This is an optimization exercise on Yosys and OpenROAD, whose aim is small area, a short achievable clock period and few clock cycles, not a production implementation.
Function was checked by simulation only, so behaviour that the tests miss may differ from the original.
Power and IR drop assume default switching activity.

**flow/constraint.sdc**
```tcl
create_clock -name core_clock -period 12.0 [get_ports {clk}]
set_input_delay 2.4000 -clock core_clock [delete_from_list [all_inputs] [get_ports {clk}]]
set_output_delay 2.4000 -clock core_clock [all_outputs]
set_load 0.01 [all_outputs]
```
**flow/standard.sh**
```bash
#!/bin/bash
# synth_recipe.tcl (not shown) runs the flow's synth.tcl, then flattens the netlist and writes it again
# the make line also repeats each setting of config.mk as NAME=value (left out here)
make -C /OpenROAD-flow-scripts/flow DESIGN_CONFIG=/design/flow/config.mk WORK_HOME=/design/flow/orfs CLKGATE_MAP_FILE= SYNTH_SCRIPT=/design/flow/synth_recipe.tcl "${@:-finish}"
```
**flow/config.mk**
```make
export PLATFORM = sky130hd
export DESIGN_NAME = DataPath
export DESIGN_NICKNAME = DataPath
export VERILOG_FILES = /design/flow/design.v
export SDC_FILE = /design/flow/constraint.sdc
export NUM_CORES = 4
export LEC_CHECK = 0
export CAP_MARGIN = 20
export CORE_MARGIN = 2
export CORE_UTILIZATION = 50
export PLACE_DENSITY = 0.65
export SLEW_MARGIN = 20
export SYNTH_HIERARCHICAL = 1
```
**flow/design.v**
```verilog
module ALU (output wire [31:0] Out, output wire [31:0] Sum, output wire N, Z, V, C,
            input [31:0] Ain, Bx, input [4:0] Sh, input [5:0] Op3, input inv, input cin,
            input selSum, input selLogic, input selShift, input selLink, input [31:0] link);
	wire        cout;
	padd #(32) add(Ain, Bx, cin, Sum, cout);
	reg [31:0] logic_r;
	always @(*) begin
		case (Op3[1:0])
			2'b01:   logic_r = Ain & Bx;
			2'b10:   logic_r = Ain | Bx;
			default: logic_r = Ain ^ Bx;
		endcase
	end
	wire        left = ~Op3[1];                           
	wire        fill = Op3[1] & Op3[0] & Ain[31];
	reg  [31:0] s_in, s_out;
	integer k;
	always @(*) begin
		for (k = 0; k < 32; k = k + 1) s_in[k] = left ? Ain[31 - k] : Ain[k];
	end
	wire [31:0] s0 = Sh[0] ? {fill, s_in[31:1]} : s_in;
	wire [31:0] s1 = Sh[1] ? {{2{fill}}, s0[31:2]} : s0;
	wire [31:0] s2 = Sh[2] ? {{4{fill}}, s1[31:4]} : s1;
	wire [31:0] s3 = Sh[3] ? {{8{fill}}, s2[31:8]} : s2;
	wire [31:0] s4 = Sh[4] ? {{16{fill}}, s3[31:16]} : s3;
	always @(*) begin
		for (k = 0; k < 32; k = k + 1) s_out[k] = left ? s4[31 - k] : s4[k];
	end
	wire [31:0] other = ({32{selLogic}} & logic_r) | ({32{selShift}} & s_out) |
	                    ({32{selLink}} & link);
	genvar gi;
	generate for (gi = 0; gi < 32; gi = gi + 1) begin : omux
		ao21 uo(Out[gi], selSum, Sum[gi], other[gi]);
	end endgenerate
	wire [31:0] cz    = {Ain[30:0] | Bx[30:0], cin};
	wire        zsum  = &(~(Ain ^ Bx ^ cz));
	wire        zlog  = (logic_r == 32'd0);
	assign N = selLogic ? logic_r[31] : Sum[31];
	assign Z = selLogic ? zlog : zsum;
	wire   addsub = (Op3[1:0] == 2'b00);
	assign C = addsub & (cout ^ inv);
	assign V = addsub & (Ain[31] == Bx[31]) & (Sum[31] != Ain[31]);
endmodule
module pfx_gp(input g1, input p1, input g0, input p0, output wire g, output wire p);
	assign g = g1 | (p1 & g0);
	assign p = p1 & p0;
endmodule
module padd #(parameter W = 32, parameter L = 5) (input [W-1:0] a, input [W-1:0] b, input cin,
	output wire [W-1:0] s, output wire cout);
	wire [W-1:0] g [0:L];
	wire [W-1:0] p [0:L];
	wire [W-1:0] x = a ^ b;
	assign p[0] = x;
	assign g[0] = (a & b) | {{(W-1){1'b0}}, x[0] & cin};
	genvar l, i;
	generate for (l = 0; l < L; l = l + 1) begin : lv
		for (i = 0; i < W; i = i + 1) begin : bt
			if (i >= (1 << l)) begin : c
				pfx_gp u(g[l][i], p[l][i], g[l][i - (1 << l)], p[l][i - (1 << l)], g[l+1][i], p[l+1][i]);
			end else begin : w
				assign g[l+1][i] = g[l][i];
				assign p[l+1][i] = p[l][i];
			end
		end
	end endgenerate
	assign s    = x ^ {g[L][W-2:0], cin};
	assign cout = g[L][W-1];
endmodule
module sadd #(parameter W = 32, parameter L = 5) (input [W-1:0] a, input [W-1:0] b, input cin,
	output wire [W-1:0] s, output wire cout);
	wire [W-1:0] g [0:L];
	wire [W-1:0] p [0:L];
	wire [W-1:0] x = a ^ b;
	assign p[0] = x;
	assign g[0] = (a & b) | {{(W-1){1'b0}}, x[0] & cin};
	genvar l, i;
	generate for (l = 0; l < L; l = l + 1) begin : lv
		for (i = 0; i < W; i = i + 1) begin : bt
			if ((i >> l) & 1) begin : c
				pfx_gp u(g[l][i], p[l][i], g[l][((i >> l) << l) - 1], p[l][((i >> l) << l) - 1],
				         g[l+1][i], p[l+1][i]);
			end else begin : w
				assign g[l+1][i] = g[l][i];
				assign p[l+1][i] = p[l][i];
			end
		end
	end endgenerate
	assign s    = x ^ {g[L][W-2:0], cin};
	assign cout = g[L][W-1];
endmodule
module ao21(output wire y, input a, input b, input c);
	assign y = (a & b) | c;
endmodule
module rf_aoi222(output wire y, input a0, s0, a1, s1, a2, s2);
	assign y = ~((a0 & s0) | (a1 & s1) | (a2 & s2));
endmodule
module registerFile(output wire [31:0] PA, output wire [31:0] PB, input [4:0] InDecoder,
	input [31:0] InRegister, input [31:1] SelA, input [31:1] SelB, input RFLd, input clk);
	reg [31:0] R [1:31];
	always @(posedge clk) begin
		if (RFLd && InDecoder != 5'd0)
			R[InDecoder] <= InRegister;
	end
	genvar b, g;
	generate for (b = 0; b < 32; b = b + 1) begin : gb
		wire [10:0] na, nb;
		for (g = 0; g < 11; g = g + 1) begin : grp
			if (g < 10) begin : full
				rf_aoi222 ua(na[g], R[3*g+1][b], SelA[3*g+1], R[3*g+2][b], SelA[3*g+2], R[3*g+3][b], SelA[3*g+3]);
				rf_aoi222 ub(nb[g], R[3*g+1][b], SelB[3*g+1], R[3*g+2][b], SelB[3*g+2], R[3*g+3][b], SelB[3*g+3]);
			end else begin : last
				assign na[g] = ~(R[31][b] & SelA[31]);
				assign nb[g] = ~(R[31][b] & SelB[31]);
			end
		end
		assign PA[b] = ~&na;
		assign PB[b] = ~&nb;
	end endgenerate
endmodule
module conditionChecker(output reg cond, output wire a, input [4:0] conditionCode,
	input N_flag, Z_flag, V_flag, C_flag);
	assign a = conditionCode[4];
	reg base;
	always @(*) begin
		case (conditionCode[2:0])
			3'b000: base = 1'b0;                           
			3'b001: base = Z_flag;                         
			3'b010: base = Z_flag | (N_flag ^ V_flag);     
			3'b011: base = N_flag ^ V_flag;                
			3'b100: base = C_flag | Z_flag;                
			3'b101: base = C_flag;                         
			3'b110: base = N_flag;                         
			default: base = V_flag;                        
		endcase
		cond = conditionCode[3] ^ base;
	end
endmodule
module controlUnit(
	input  [31:0] instr,
	output wire   isArith,     
	output wire   isJmpl,
	output wire   isCall,
	output wire   isSethi,
	output wire   isBranch,
	output wire   isLoad,
	output wire   isStore,
	output wire   setsCC,
	output wire   writesRd,    
	output wire [4:0] ra,      
	output wire [4:0] rb,      
	output wire [4:0] dest);   
	wire [1:0] op  = instr[31:30];
	wire [2:0] op2 = instr[24:22];
	wire [5:0] op3 = instr[24:19];
	wire       imm = instr[13];
	assign isJmpl   = (op == 2'b10) & (op3 == 6'b111000);
	assign isArith  = (op == 2'b10) & ~isJmpl;
	assign isCall   = (op == 2'b01);
	assign isSethi  = (op == 2'b00) & (op2 == 3'b100);
	assign isBranch = (op == 2'b00) & (op2 == 3'b010);
	assign isLoad   = (op == 2'b11) & ~op3[2];
	assign isStore  = (op == 2'b11) & op3[2];
	assign setsCC   = (op == 2'b10) & op3[4] & ~op3[5];
	assign writesRd = (op == 2'b10) | isCall | isSethi;
	assign ra   = op[1] ? instr[18:14] : 5'd0;
	assign rb   = ~op[1] ? 5'd0 : ~imm ? instr[4:0] : isStore ? instr[29:25] : 5'd0;
	assign dest = isCall ? 5'd15 : instr[29:25];
endmodule
module DataPath(
	input         clk,
	input         rst,
	output        mem_req,
	output        mem_we,
	output [1:0]  mem_size,
	output [31:0] mem_addr,
	output [31:0] mem_wdata,
	input         mem_ready,
	input  [31:0] mem_rdata);
	reg  [31:0] fpc;                   
	reg  [31:0] ir, dpc;               
	reg         dv;
	reg  [31:0] eA, eB, eS;            
	reg  [4:0]  eSh;
	reg  [5:0]  eOp3;
	reg         eArith, eInv, eCin, eSum, eLogic, eShift, eLink;
	reg         eWe, eSetCC, eLd, eSt, eSt0, eJmpl, eBr;
	reg  [4:0]  eCond;                 
	reg  [4:0]  eRd;
	reg  [3:0]  icc;                   
	reg         m, s;                  
	reg  [31:0] ma, mdr;               
	reg         mreq, mwe;
	reg  [1:0]  msize;
	reg  [4:0]  lrd;
	reg  [1:0]  lsz;
	reg         lsgn, lst;
	wire isArith, isJmpl, isCall, isSethi, isBranch, isLoad, isStore, setsCC, writesRd;
	wire [4:0] ra, rb, dest;
	controlUnit cu(ir, isArith, isJmpl, isCall, isSethi, isBranch, isLoad, isStore, setsCC,
	               writesRd, ra, rb, dest);
	wire [5:0] op3 = ir[24:19];
	wire [31:0] rfA, rfB;
	reg  [31:1] selA_r, selB_r;
	wire [4:0]  raF = mem_rdata[31] ? mem_rdata[18:14] : 5'd0;
	wire [4:0]  rbF = ~mem_rdata[31] ? 5'd0 : ~mem_rdata[13] ? mem_rdata[4:0] :
	                  (mem_rdata[30] & mem_rdata[21]) ? mem_rdata[29:25] : 5'd0;
	reg  [31:1] selAF, selBF, selS, selB;
	integer j;
	always @(*) begin
		for (j = 1; j < 32; j = j + 1) begin
			selAF[j] = (raF == j);
			selBF[j] = (rbF == j);
			selS[j]  = (lrd == j);
		end
		selB = s ? selS : selB_r;
	end
	wire [31:1] selA = selA_r;
	wire [31:0] result;
	wire [31:0] load_ext;
	wire [31:0] rf_in    = m ? load_ext : result;
	wire [4:0]  rf_waddr = m ? lrd : eRd;
	wire        rf_we    = m ? ~lst : (eWe & ~s);
	registerFile rf(rfA, rfB, rf_waddr, rf_in, selA, selB, rf_we, clk);
	wire [31:0] sum;
	wire nF, zF, vF, cF;
	ALU alu(result, sum, nF, zF, vF, cF, eA, eB, eSh, eOp3, eInv, eCin,
	        eSum, eLogic, eShift, eLink, eS);
	wire        bypA = eWe && eRd == ra;
	wire        bypB = eWe && eRd == rb;
	wire [31:0] vA = ({32{bypA}} & result) | ({32{~bypA}} & rfA);
	wire        useImm = ir[31] & ir[13];
	wire        inv    = isArith & op3[2] & ~op3[5];
	wire        useK   = useImm | isSethi;
	wire [31:0] kval   = isSethi ? {ir[21:0], 10'd0} : {{19{ir[12]}}, ir[12:0]};
	wire        bypBe  = bypB & ~useK;
	wire [31:0] bnb    = useK ? kval : rfB;
	wire [31:0] eB_n, eS_n;
	wire        bypS   = bypB & ~isBranch & ~(isCall | isJmpl);
	wire [31:0] snb    = isBranch ? fpc4 : (isCall | isJmpl) ? dpc : rfB;
	genvar gi;
	generate for (gi = 0; gi < 32; gi = gi + 1) begin : bmux
		xmux ub(eB_n[gi], bypBe, result[gi], bnb[gi], inv);
		xmux us(eS_n[gi], bypS, result[gi], snb[gi], 1'b0);
	end endgenerate
	wire [3:0] fl = eSetCC ? {nF, zF, vF, cF} : icc;
	wire cc_out, a_out;
	conditionChecker cc(cc_out, a_out, ir[29:25], icc[3], icc[2], icc[1], icc[0]);
	wire        defer  = isBranch & eSetCC & (ir[27:25] != 3'b000);
	wire        condE, aE;
	conditionChecker ccE(condE, aE, eCond, icc[3], icc[2], icc[1], icc[0]);
	wire        misE   = eBr & ~condE;            
	wire        killD  = eBr & aE & ~condE;       
	wire [31:0] disp   = isCall ? {ir[29:0], 2'b00} : {{8{ir[21]}}, ir[21:0], 2'b00};
	wire [29:0] target30;
	wire        tc;
	sadd #(30) tadd(dpc[31:2], disp[31:2], 1'b0, target30, tc);
	wire [31:0] target = {target30, dpc[1:0]};
	reg  [31:0] fpc4;
	reg  [31:2] lowmask;
	integer q;
	always @(*) begin
		fpc4[1:0] = fpc[1:0];
		for (q = 2; q < 32; q = q + 1) begin
			lowmask = ~(30'h3FFFFFFF << (q - 2));
			fpc4[q] = fpc[q] ^ (&(fpc[31:2] | ~lowmask));
		end
	end
	wire        annul  = dv & isBranch & ~defer & a_out & (~cc_out | (ir[28:25] == 4'b1000));
	reg [31:0] lx;
	always @(*) begin
		case (lsz)
			2'b00:   lx = {{24{lsgn & mem_rdata[7]}}, mem_rdata[7:0]};
			2'b01:   lx = {{16{lsgn & mem_rdata[15]}}, mem_rdata[15:0]};
			default: lx = mem_rdata;
		endcase
	end
	assign load_ext = lx;
	wire luse  = eLd & dv & (eRd != 5'd0) & ((ra == eRd) | (rb == eRd));
	wire ready = mem_ready & ~luse;
	wire dgo   = ready & dv & ~killD;  
	wire eMem  = eLd | eSt;
	wire        jAbs  = isJmpl & (ir[18:14] == 5'd0) & ir[13];
	wire        tkD   = dv & (isCall | jAbs | (isBranch & (defer | cc_out)));
	wire [31:0] tgtD  = isJmpl ? {{19{ir[12]}}, ir[12:0]} : target;
	wire [31:0] nxt   = misE ? eS : ~ready ? fpc : tkD ? tgtD : fpc4;
	wire [31:0] fpc_n = eJmpl ? sum : nxt;
	wire [31:0] ma_n  = (eMem | eJmpl) ? sum : nxt;
	always @(posedge clk) begin
		if (rst) begin
			fpc    <= 32'd0;
			ma     <= 32'd0;
			mreq   <= 1'b1;
			mwe    <= 1'b0;
			msize  <= 2'b10;
			dv     <= 1'b0;
			eWe    <= 1'b0;
			eSetCC <= 1'b0;
			eLd    <= 1'b0;
			eSt    <= 1'b0;
			eJmpl  <= 1'b0;
			eBr    <= 1'b0;
			m      <= 1'b0;
			s      <= 1'b0;
			icc    <= 4'b0000;
		end else if (m) begin
			if (mem_ready) begin
				m     <= 1'b0;
				ma    <= fpc;
				mwe   <= 1'b0;
				msize <= 2'b10;
			end
		end else if (s) begin
			mdr  <= rfB;
			s    <= 1'b0;
			m    <= 1'b1;
			mreq <= 1'b1;
			mwe  <= 1'b1;
		end else begin
			if (eSetCC) icc <= {nF, zF, vF, cF};
			fpc <= fpc_n;
			ma <= ma_n;
			if (eMem) begin
				msize <= (eOp3[1:0] == 2'b00) ? 2'b10 : (eOp3[1:0] == 2'b01) ? 2'b00 : 2'b01;
				if (eSt & eSt0) begin
					s    <= 1'b1;
					mreq <= 1'b0;
				end else begin
					m    <= 1'b1;
					mwe  <= eSt;
				end
			end
			if (ready) begin
				ir  <= mem_rdata;
				selA_r <= selAF;
				selB_r <= selBF;
				dv  <= ~(annul | eJmpl | misE);
				dpc <= fpc;
			end else if (killD)
				dv  <= 1'b0;
			eWe    <= dgo & writesRd & (dest != 5'd0);
			eSetCC <= dgo & setsCC;
			eLd    <= dgo & isLoad;
			eSt    <= dgo & isStore;
			eJmpl  <= dgo & isJmpl & ~jAbs;
			eBr    <= dgo & defer;
		end
		if (~m & ~s) begin
			eA      <= vA;
			eB      <= eB_n;
			eSh     <= eB_n[4:0];
			eS      <= eS_n;
			eCond   <= ir[29:25];
			eOp3    <= op3;
			eArith  <= isArith;
			eInv    <= inv;
			eCin    <= inv ^ (isArith & op3[3] & fl[0]);    
			eLink   <= isCall | isJmpl;
			eShift  <= isArith & op3[5];
			eLogic  <= isArith & ~op3[5] & (op3[1:0] != 2'b00);
			eSum    <= ~(isCall | isJmpl) & ~(isArith & (op3[5] | (op3[1:0] != 2'b00)));
			eRd     <= dest;
			eSt0    <= ~ir[13];
			mdr  <= eS;
			lrd  <= eRd;
			lsz  <= (eOp3[1:0] == 2'b00) ? 2'b10 : (eOp3[1:0] == 2'b01) ? 2'b00 : 2'b01;
			lsgn <= eOp3[3];
			lst  <= eSt;
		end
	end
	assign mem_req   = mreq;
	assign mem_we    = mwe;
	assign mem_size  = msize;
	assign mem_addr  = ma;
	assign mem_wdata = mdr;
endmodule
module xmux(output wire y, input s, input r, input n, input i);
	assign y = (s ? r : n) ^ i;
endmodule
```
**flow/flow/run.sh**
```bash
#!/bin/bash
# Layout flow: the standard layout (standard synthesis, floorplan, placement,
# CTS, routing) at the design's clock period and constraints, with two changes to
# how timing repair works: repair_timing aims for a larger setup margin, and
# sizing may swap a cell for one of another footprint. The full output of the
# standard flow goes to standard_flow.log here; ORFS's own per-step logs stay
# under orfs/logs/.
set -euo pipefail
bash standard.sh SETUP_SLACK_MARGIN=8.0 MATCH_CELL_FOOTPRINT=0 finish > standard_flow.log 2>&1
```
==> results.sh, run 1 <==
export IMPL_ir_drop_v=0.0001526
export IMPL_hold_class="reg -> reg"
export IMPL_leakagePower_nw=27.83
export IMPL_slew_headroom_pct=22.05
export IMPL_start_util_pct=50.45
export IMPL_cts_tree="built"
export IMPL_place_gp_congestion=1.058
export IMPL_drv_cap=0
export IMPL_syn_cell_area_um2=68420
export IMPL_hold_viol_final=0
export IMPL_drive_above_1_share_pct=13.37
export IMPL_wl_per_cell_um=39.66
export IMPL_drtIter0Drc=13750
export IMPL_rrSetupSlack_ps=7850
export IMPL_drc_errors=0
export IMPL_hpwl_um=190100
export IMPL_cp_end_kind="flop"
export IMPL_drt_total_wl_um=298900
export IMPL_grt_antenna_before_repair=14
export IMPL_cp_required_ps=12550
export IMPL_die_w_um=373.9
export IMPL_cts_hold_buf=0
export IMPL_crit_path_max_fanout=31
export IMPL_drv_slew=0
export IMPL_dieArea_um2=139800
export IMPL_final_nets=5812
export IMPL_post_place_ws_ps=6259
export IMPL_crit_type="reg -> reg"
export IMPL_numCtsBuffers=144
export IMPL_dieHeight_um=373.9
export IMPL_fillers=10820
export IMPL_fmaxAchievable_mhz=240.8
export IMPL_tightest_slew_ps=1165
export IMPL_numPortBuffers=102
export IMPL_grtUsageTotal_pct=41.33
export IMPL_powerDensity_nw_per_um2=145.2
export IMPL_worst_slack_ps=7848
export IMPL_hold_depth=0
export IMPL_synth_area_per_cell_um2=12.85
export IMPL_fin_cells=7537
export IMPL_vias=57400
export IMPL_finalCritPeriodShare_pct=34.60
export IMPL_skew_ps=71.24
export IMPL_place_inst=7193
export IMPL_dr_pass1_iters=19
export IMPL_grt_pass1_vias=52480
export IMPL_cts_sinks=1356
export IMPL_grt_max_degree=88
export IMPL_clk_pin_slew_ps=60
export IMPL_final_setup_tns_ps=0
export IMPL_fp_row_count=135
export IMPL_setup_viol=0
export IMPL_via_per_inst=7.616
export IMPL_ant_nets=0
export IMPL_rsz0062_at_grt="yes"
export IMPL_r2r_start="eA[4]"
export IMPL_period_needed_ps=4152
export IMPL_num_io_pins=103
export IMPL_clk_latency_ps=820
export IMPL_ys_warn_count=12
export IMPL_area_growth_pct=15.74
export IMPL_coreArea_um2=135600
export IMPL_grt_ovfl_total=0
export IMPL_cts_root_buffer="clkbuf_16"
export IMPL_status="timing/DRC/antenna clean"
export IMPL_holdCritStartpoint="eOp3[3]"
export IMPL_arrival_ps=4700
export IMPL_start_kind="flop"
export IMPL_grt_pass1_wl_um=408200
export IMPL_clock_path_buffers=3
export IMPL_r2r_cells=11
export IMPL_setup_worst_path_start="eA[4]"
export IMPL_cts_max_level=4
export IMPL_syn_inst=5326
[metal layers]
metal / vias to the layer above / global-route usage, % / share of wire, %
li1: 23010 / - / -
met1: 28030 / 52.49 / 34
met2: 5292 / 60.80 / 43
met3: 1062 / 12.79 / 15
met4: 10 / 27.81 / 8.4
met5: - / 0 / 0.025
[per-stage QoR]
| stage | power (mW) | hold slack, ps | area (um^2) | utilization (%) |
|---|---|---|---|---|
| 4_1_cts | 11.37 | 448.1 | 78730 | 58.04 |
| 3_3_place_gp | 7.012 | 414.1 | 72980 | 53.80 |
| 5_1_grt | 11.70 | 457.5 | 79170 | 58.37 |
| 3_5_place_dp | 7.026 | 417.1 | 72980 | 53.81 |
| 6_report | 11.50 | 442.7 | 79200 | 58.39 |
| 2_1_floorplan | 6.314 | 400.3 | 68730 | - |
[critical path, stage by stage, from the launching register on]
cell	delay (ps)
edfxtp_1	630
ha_1	460
a21o_1	200
a21o_1	200
a21o_1	200
a21o_1	170
a21o_1	150
xor2_1	580
a21o_1	520
nor2_1	130
a21oi_2	230
buf_4	400
[where the power goes]
part	internal (mW)	total [mW]	switching, mW
Combinational	0.439	1.54	1.11
Clock	2.42	4.39	1.98
Sequential	5.42	5.56	0.140
[cell usage in the layout (no fill, tap or decap), drive strengths merged, types with 17 or more instances in the layout]
cell type	count
clkbuf	184
a211oi	33
nand2	444
nor3	40
a221oi	20
nand2b	33
o211ai	17
nor2b	23
mux2i	146
inv	145
dlymetal6s2s	69
nand3	90
nand4	155
a31oi	68
o22ai	41
a2111o	64
xnor2	115
clkdlybuf4s50	32
o221ai	18
a22oi	37
nor2	320
xor2	85
edfxtp	1275
mux4	43
a21oi	167
and2	171
nor4	22
dfxtp	81
mux2	65
o21ai	152
buf	242
ha	137
clkinv	60
a21o	240
conb	33
a222oi	650
[worst paths after layout]
path,endpoint
setup reg to reg,rf.R[12][19]
setup / recovery,rf.R[12][19]
hold / removal,lsgn
hold reg to reg,lsgn
[registers in the layout, summed over array words and instances, names as in the netlist, 32 cells and up]
name	cells
ir	32
fpc	32
eA	32
eS	32
ma	32
rf.R	992
dpc	32
mdr	32
[timing repair]
| action | 4_1_cts | 5_1_grt |
|---|---|---|
| pin swaps | 8 | 7 |
| resized for setup | 164 | 49 |
| buffers inserted | 44 | 25 |
| gates cloned | 9 | 1 |
| endpoints found under the setup margin | 1342 | 944 |
[final cells by class]
cell class                 count  area (um^2)  share of cell area, %
sequential                  1356        39920                  50.40
multi-input combinational   3645        28500                  35.98
clock buffer                 180         3821                  4.825
timing repair buffer         347         3392                  4.283
tap                         1781         2228                  2.814
clock inverter                73        748.2                 0.9448
inverter                     142        551.8                 0.6967
antenna                       11        27.53                0.03476
timing repair inverter         2        12.51                0.01580
Testbench counts, summed over its fixed seeds: cycles 33,002.
==> run 2: changes to the inputs <==
--- a/flow/flow/run.sh
+++ b/flow/flow/run.sh
@@ -7,3 +7,3 @@
 # under orfs/logs/.
 set -euo pipefail
-bash standard.sh SETUP_SLACK_MARGIN=8.0 MATCH_CELL_FOOTPRINT=0 finish > standard_flow.log 2>&1
+bash standard.sh SETUP_SLACK_MARGIN=8.3 MATCH_CELL_FOOTPRINT=0 finish > standard_flow.log 2>&1
==> run 2 against run 1 <==
Against the previous run:
- now fails the layout checks on antenna rules
- register-to-register slack better by 310 ps
- final cell count increased by 2.6%
- synthesized area unchanged
- maximum frequency increased by 8.2%
- die area did not move
- non-clock buffer count grew 159
- combinational power increased by 14%
- clock-buffer cell count shrank 1
- setup slack gained 310 ps
- critical path type unchanged
- largest cell class unchanged
- largest power group unchanged
- highest routed layer unchanged
==> results.sh, run 2 <==
export IMPL_coreArea_um2=135600
export IMPL_r2r_end="eS[16]"
export IMPL_drv_cap=0
export IMPL_cts_root_buffer="clkbuf_16"
export IMPL_grt_ovfl_total=0
export IMPL_rrSetupSlack_ps=8160
export IMPL_finalCritPeriodShare_pct=31.98
export IMPL_mostFrequentLayoutCells="1,275 x edfxtp_1, 650 x a222oi_1, 439 x nand2_1"
export IMPL_skew_ps=60.96
export IMPL_hold_class="reg -> reg"
export IMPL_area_growth_pct=19.94
export IMPL_crit_type="reg -> reg"
export IMPL_holdPathEnd="lsgn"
export IMPL_cts_sinks=1356
export IMPL_tightest_slew_ps=1160
export IMPL_ant_nets=1
export IMPL_ys_warn_count=12
export IMPL_start_util_pct=50.45
export IMPL_powerDensity_nw_per_um2=145.8
export IMPL_syn_cell_area_um2=68420
export IMPL_clk_pin_slew_ps=70
export IMPL_num_io_pins=103
export IMPL_syn_inst=5326
export IMPL_drv_slew=0
export IMPL_fmaxAchievable_mhz=260.6
export IMPL_drt_total_wl_um=314700
export IMPL_postLayoutCoreUtil_pct=60.50
export IMPL_cts_hold_buf=0
export IMPL_ir_drop_v=0.0001367
export IMPL_cp_required_ps=12510
export IMPL_cts_max_level=4
export IMPL_final_nets=5994
export IMPL_wl_per_cell_um=40.71
export IMPL_rsz0062_at_grt="yes"
export IMPL_vias=59280
export IMPL_grt_antenna_before_repair=17
export IMPL_crit_path_max_fanout=32
export IMPL_regMostFlops="rf.R"
export IMPL_grt_pass1_wl_um=424500
export IMPL_dieHeight_um=373.9
export IMPL_numPortBuffers=102
export IMPL_drc_errors=0
export IMPL_setup_viol=0
export IMPL_grtUsageTotal_pct=42.94
export IMPL_period_needed_ps=3838
export IMPL_die_w_um=373.9
export IMPL_start_kind="flop"
export IMPL_largest_register_ffs=992
export IMPL_slew_headroom_pct=21.87
export IMPL_leakagePower_nw=28.39
export IMPL_so_faults="antenna rules"
export IMPL_place_gp_congestion=1.065
export IMPL_numCtsBuffers=146
export IMPL_synth_area_per_cell_um2=12.85
export IMPL_fp_row_count=135
export IMPL_arrival_ps=4350
export IMPL_dieArea_um2=139800
export IMPL_status="failed layout checks"
export IMPL_r2r_cells=10
export IMPL_hpwl_um=188700
export IMPL_final_common_cell="edfxtp_1"
export IMPL_clock_path_buffers=3
export IMPL_drtIter0Drc=14260
export IMPL_r2r_start="lrd[3]"
export IMPL_holdCritStartpoint="eOp3[3]"
export IMPL_final_setup_tns_ps=0
export IMPL_grt_pass1_vias=54310
export IMPL_cts_tree="built"
export IMPL_power_mw=11.96
export IMPL_hold_viol_final=0
export IMPL_cp_end_kind="flop"
export IMPL_hold_slack_ps=431.5
export IMPL_grt_max_degree=133
export IMPL_drive_above_1_share_pct=19.17
export IMPL_hold_depth=0
export IMPL_dr_pass1_iters=11
export IMPL_clk_latency_ps=820
export IMPL_via_per_inst=7.669
run 2: per-stage QoR:
| step | cells | cell area, um^2 | worst slack, ps |
|---|---|---|---|
| final | 7730 | 82070 | 8162 |
| after global routing | 7717 | 82030 | 8102 |
| after CTS | 7623 | 80620 | 8237 |
| after detailed placement | 7167 | 72930 | 6031 |
| after global placement | 7167 | 72920 | 6089 |
| after floorplan | 5358 | 68980 | 7161 |
run 2: what timing repair did:
action / CTS / global route
setup buffers: 165 / 82
pin swaps: 30 / 48
setup endpoints to repair: 2020 / 1152
cloned: 27 / 10
resized for setup: 440 / 152
run 2: metal layers:
layer	up-vias	GRT usage, %	share of wire, %
met1	29010	54.94	34
met3	1153	14.90	15
met2	5666	63.03	42
met4	16	25.26	7.8
li1	23440	-	-
met5	-	1.063	0.093
run 2: worst max path at each step:
stage / to / from / slack, ps / cells after the start
3_3_place_gp: ma[28] / mem_ready / 6090 / 8
3_5_place_dp: ma[28] / mem_ready / 6030 / 8
5_1_grt: eS[5] / lrd[3] / 8100 / 10
4_1_cts: rf.R[17][30] / eSh[0] / 8240 / 11
2_1_floorplan: dpc[0] / mem_ready / 7160 / 3
6_report: eS[16] / lrd[3] / 8160 / 10
run 2: layout make-up:
| class | count | area (um^2) |
|---|---|---|
| fill | 10600 | 53570 |
| sequential | 1356 | 39970 |
| multi-input combinational | 3666 | 29460 |
| timing repair buffer | 506 | 4898 |
| clock buffer | 179 | 3850 |
| tap | 1781 | 2228 |
| clock inverter | 85 | 1030 |
| inverter | 142 | 576.8 |
| antenna | 13 | 32.53 |
| timing repair inverter | 2 | 12.51 |
run 2: where the power goes:
| group | internal (mW) | total [mW] | switching (mW) |
|---|---|---|---|
| clock network | 2.67 | 4.65 | 1.99 |
| logic | 0.548 | 1.75 | 1.20 |
| registers | 5.42 | 5.56 | 0.143 |
| total | 8.64 | 12.0 | 3.33 |
run 2: critical path, cell delays in order, from the launching register on:
cell      delay [ps]
edfxtp_1         540
nand3b_1         320
o22ai_4          110
buf_6            240
a222oi_1         440
nand4_1          420
a2111o_2         710
a211oi_1         240
a21oi_1           80
mux2i_1          190
xnor2_1          140
==> run 3: changes to the inputs <==
--- a/flow/flow/run.sh
+++ b/flow/flow/run.sh
@@ -7,3 +7,3 @@
 # under orfs/logs/.
 set -euo pipefail
-bash standard.sh SETUP_SLACK_MARGIN=8.3 MATCH_CELL_FOOTPRINT=0 finish > standard_flow.log 2>&1
+bash standard.sh SETUP_SLACK_MARGIN=8.6 MATCH_CELL_FOOTPRINT=0 finish > standard_flow.log 2>&1
==> run 3 against run 2 <==
Against the previous run:
- now clean on timing, DRC and antenna
- synthesized cell count stayed put
- worst hold slack improved by 2.2 ps
- first-iteration DRC count is 24% higher
- global-route usage rose by 4.1 points
- total power increased by 1.8%
- wire length up 11%
- clock-buffer cell count is 4 higher
- via count is 7.4% higher
- highest routed layer unchanged
==> results.sh, run 3 <==
export IMPL_status="timing/DRC/antenna clean"
export IMPL_skew_ps=65.71
export IMPL_cts_hold_buf=0
export IMPL_syn_inst=5326
export IMPL_drv_slew=0
export IMPL_cp_cell_sequence="nand3b_1 -> buf_6 -> buf_6 -> buf_12 -> o22ai_4 -> buf_12 -> buf_12 -> a222oi_1 -> nand4_1 -> a2111o_2 -> mux2i_1 -> o21ai_1 -> mux2i_1 -> xnor2_1"
export IMPL_critPathMaxStageDelay_ps=640
export IMPL_worst_slack_ps=7972
export IMPL_hold_viol_final=0
export IMPL_grt_pass1_wl_um=458700
export IMPL_final_common_cell="edfxtp_1"
export IMPL_drv_cap=0
export IMPL_grtUsageTotal_pct=47.01
export IMPL_setup_worst_path_start="lrd[0]"
export IMPL_cp_slowest_cell="a2111o_2"
export IMPL_leakagePower_nw=30.84
export IMPL_cts_sinks=1356
export IMPL_coreArea_um2=135600
export IMPL_grt_ovfl_total=0
export IMPL_clock_path_buffers=3
export IMPL_period_needed_ps=4028
export IMPL_num_io_pins=103
export IMPL_start_util_pct=50.45
export IMPL_holdCritStartpoint="eOp3[3]"
export IMPL_final_nets=6335
export IMPL_ir_drop_v=0.0001440
export IMPL_wl_per_cell_um=43.41
export IMPL_r2r_start="lrd[0]"
export IMPL_cts_root_buffer="clkbuf_16"
export IMPL_die_w_um=373.9
export IMPL_fillers=9883
export IMPL_crit_path_max_fanout=6
export IMPL_cts_tree="built"
export IMPL_cp_end_kind="flop"
export IMPL_area_growth_pct=28.42
export IMPL_ant_nets=0
export IMPL_tightest_slew_ps=1269
export IMPL_clk_latency_ps=830
export IMPL_slew_headroom_pct=15.09
export IMPL_grt_antenna_before_repair=29
export IMPL_hpwl_um=194400
export IMPL_syn_cell_area_um2=68420
export IMPL_start_kind="flop"
export IMPL_via_per_inst=7.881
export IMPL_numCtsBuffers=145
export IMPL_crit_type="reg -> reg"
export IMPL_setup_viol=0
export IMPL_hold_class="reg -> reg"
export IMPL_drt_total_wl_um=350700
export IMPL_dr_pass1_iters=20
export IMPL_finalCritPeriodShare_pct=33.57
export IMPL_powerDensity_nw_per_um2=138.6
export IMPL_numPortBuffers=102
export IMPL_drive_above_1_share_pct=27.05
export IMPL_vias=63680
export IMPL_critPathMostFrequentCell="buf_12"
export IMPL_rsz0062_at_grt="yes"
export IMPL_clk_pin_slew_ps=70
export IMPL_fp_row_count=135
export IMPL_drc_errors=0
export IMPL_largest_register_ffs=992
export IMPL_ys_warn_count=12
export IMPL_final_setup_tns_ps=0
export IMPL_arrival_ps=4570
export IMPL_cts_max_level=4
export IMPL_regMostFlops="rf.R"
export IMPL_cp_required_ps=12540
export IMPL_fmaxAchievable_mhz=248.3
export IMPL_drtIter0Drc=17650
export IMPL_rrSetupSlack_ps=7970
export IMPL_dieHeight_um=373.9
export IMPL_dieArea_um2=139800
export IMPL_place_gp_congestion=1.044
export IMPL_mostFrequentLayoutCells="1,275 x edfxtp_1, 650 x a222oi_1, 423 x buf_4"
export IMPL_grt_max_degree=104
export IMPL_post_place_ws_ps=6824
export IMPL_synth_area_per_cell_um2=12.85
export IMPL_grt_pass1_vias=56890
## run 3: changes by cell type in the layout (fill, tap and decap cells not counted), sizes merged, moves of 3 or more
| cell | before | now |
|---|---|---|
| clkinvlp | 11 | 8 |
| mux2 | 69 | 86 |
| buf | 437 | 722 |
| inv | 139 | 146 |
| a21oi | 176 | 182 |
| clkdlybuf4s50 | 25 | 19 |
| clkbuf | 217 | 259 |
| diode | 13 | 28 |
| bufinv | 17 | 5 |
## run 3: worst paths after layout
path,end,cells after the start
max,eS[5],14
min,lsgn,0
max reg2reg,eS[5],14
min reg2reg,lsgn,0
## run 3: final cells by class
type                       instances  area (um^2)  area share [%]
tap                             1781         2228           2.536
antenna                           28        70.07         0.07974
multi-input combinational       3689        31270           35.59
timing repair inverter             3        23.77         0.02705
inverter                         142        589.3          0.6707
clock inverter                    74        720.7          0.8202
timing repair buffer             824         9179           10.45
sequential                      1356        39960           45.48
clock buffer                     183         3822           4.350
## run 3: layer usage
metal / track usage (%) / part of all wire, % / vias up
li1: - / - / 24180
met1: 57.29 / 32 / 30670
met2: 67.88 / 41 / 7012
met3: 17.78 / 17 / 1796
met4: 35.01 / 10 / 24
met5: 0.06861 / 0.10 / -
## run 3: worst max-delay path: cells and delay by family, from the launching register on
family	cells	cell delay, ps
xor+xnor	1	80
flops	1	510
compound gates	4	1270
simple gates	2	760
buf+inv	5	690
mux	2	410
## run 3: report_power, final
group	switching, mW	internal, mW
Clock	2.02	2.39
Combinational	1.42	0.787
Sequential	0.139	5.42
Total	3.57	8.60
## run 3: repair_timing
item / 4_1_cts / 5_1_grt
resized for setup: 861 / 293
hold endpoints to repair: 0 / 0
pin swaps: 159 / 170
gates cloned: 69 / 32
setup buffers: 368 / 148
setup endpoints to repair: 2420 / 1337
## run 3: metrics by stage
stage	instances	hold WS [ps]	cell area [um^2]	total power, mW	utilization, %
floorplan	5358	400.3	69410	6.338	-
global placement	7178	412.3	73130	7.010	53.92
detailed placement	7178	411.8	73130	7.021	53.92
CTS	7872	433.8	84730	11.75	62.47
global route	8058	458.6	87820	12.30	64.74
finish	8080	433.7	87870	12.18	64.78

-- static timing again, ports no longer ideal --
The flow's constraints put no driver on any port. The routed layouts listed below were extracted and timed again, unchanged, in two steps.
Step 1: set_driving_cell puts a clkbuf_16 on clk and a buf_2 on each other input, an assumption about the parent block.
Step 2 times the ports against the registers' clock, not the clock port: input delays grow and output delays shrink by t, the midpoint of the rising clock arrivals with the driver on.
a / b / c = ideal / step 1 / step 2; a / b = the first two.
| run | t, ns | setup WS [ns] | worst setup path at the end | clock arrival spread, ns | worst register clock-pin slew, ns |
|---|---|---|---|---|---|
| run 1 | 0.865 | 7.848 / 7.848 / 7.131 | input to register | 0.071 / 0.071 | 0.09 / 0.09 |
| run 2 | 0.871 | 8.162 / 8.162 / 7.377 | input to register | 0.063 / 0.063 | 0.07 / 0.07 |
| run 3 | 0.875 | 7.972 / 7.972 / 7.600 | input to register | 0.066 / 0.066 | 0.07 / 0.07 |
For run 2, which loses most, drivers alone change the setup slack by 0.000 ns; drivers and shift together by -0.785 ns.
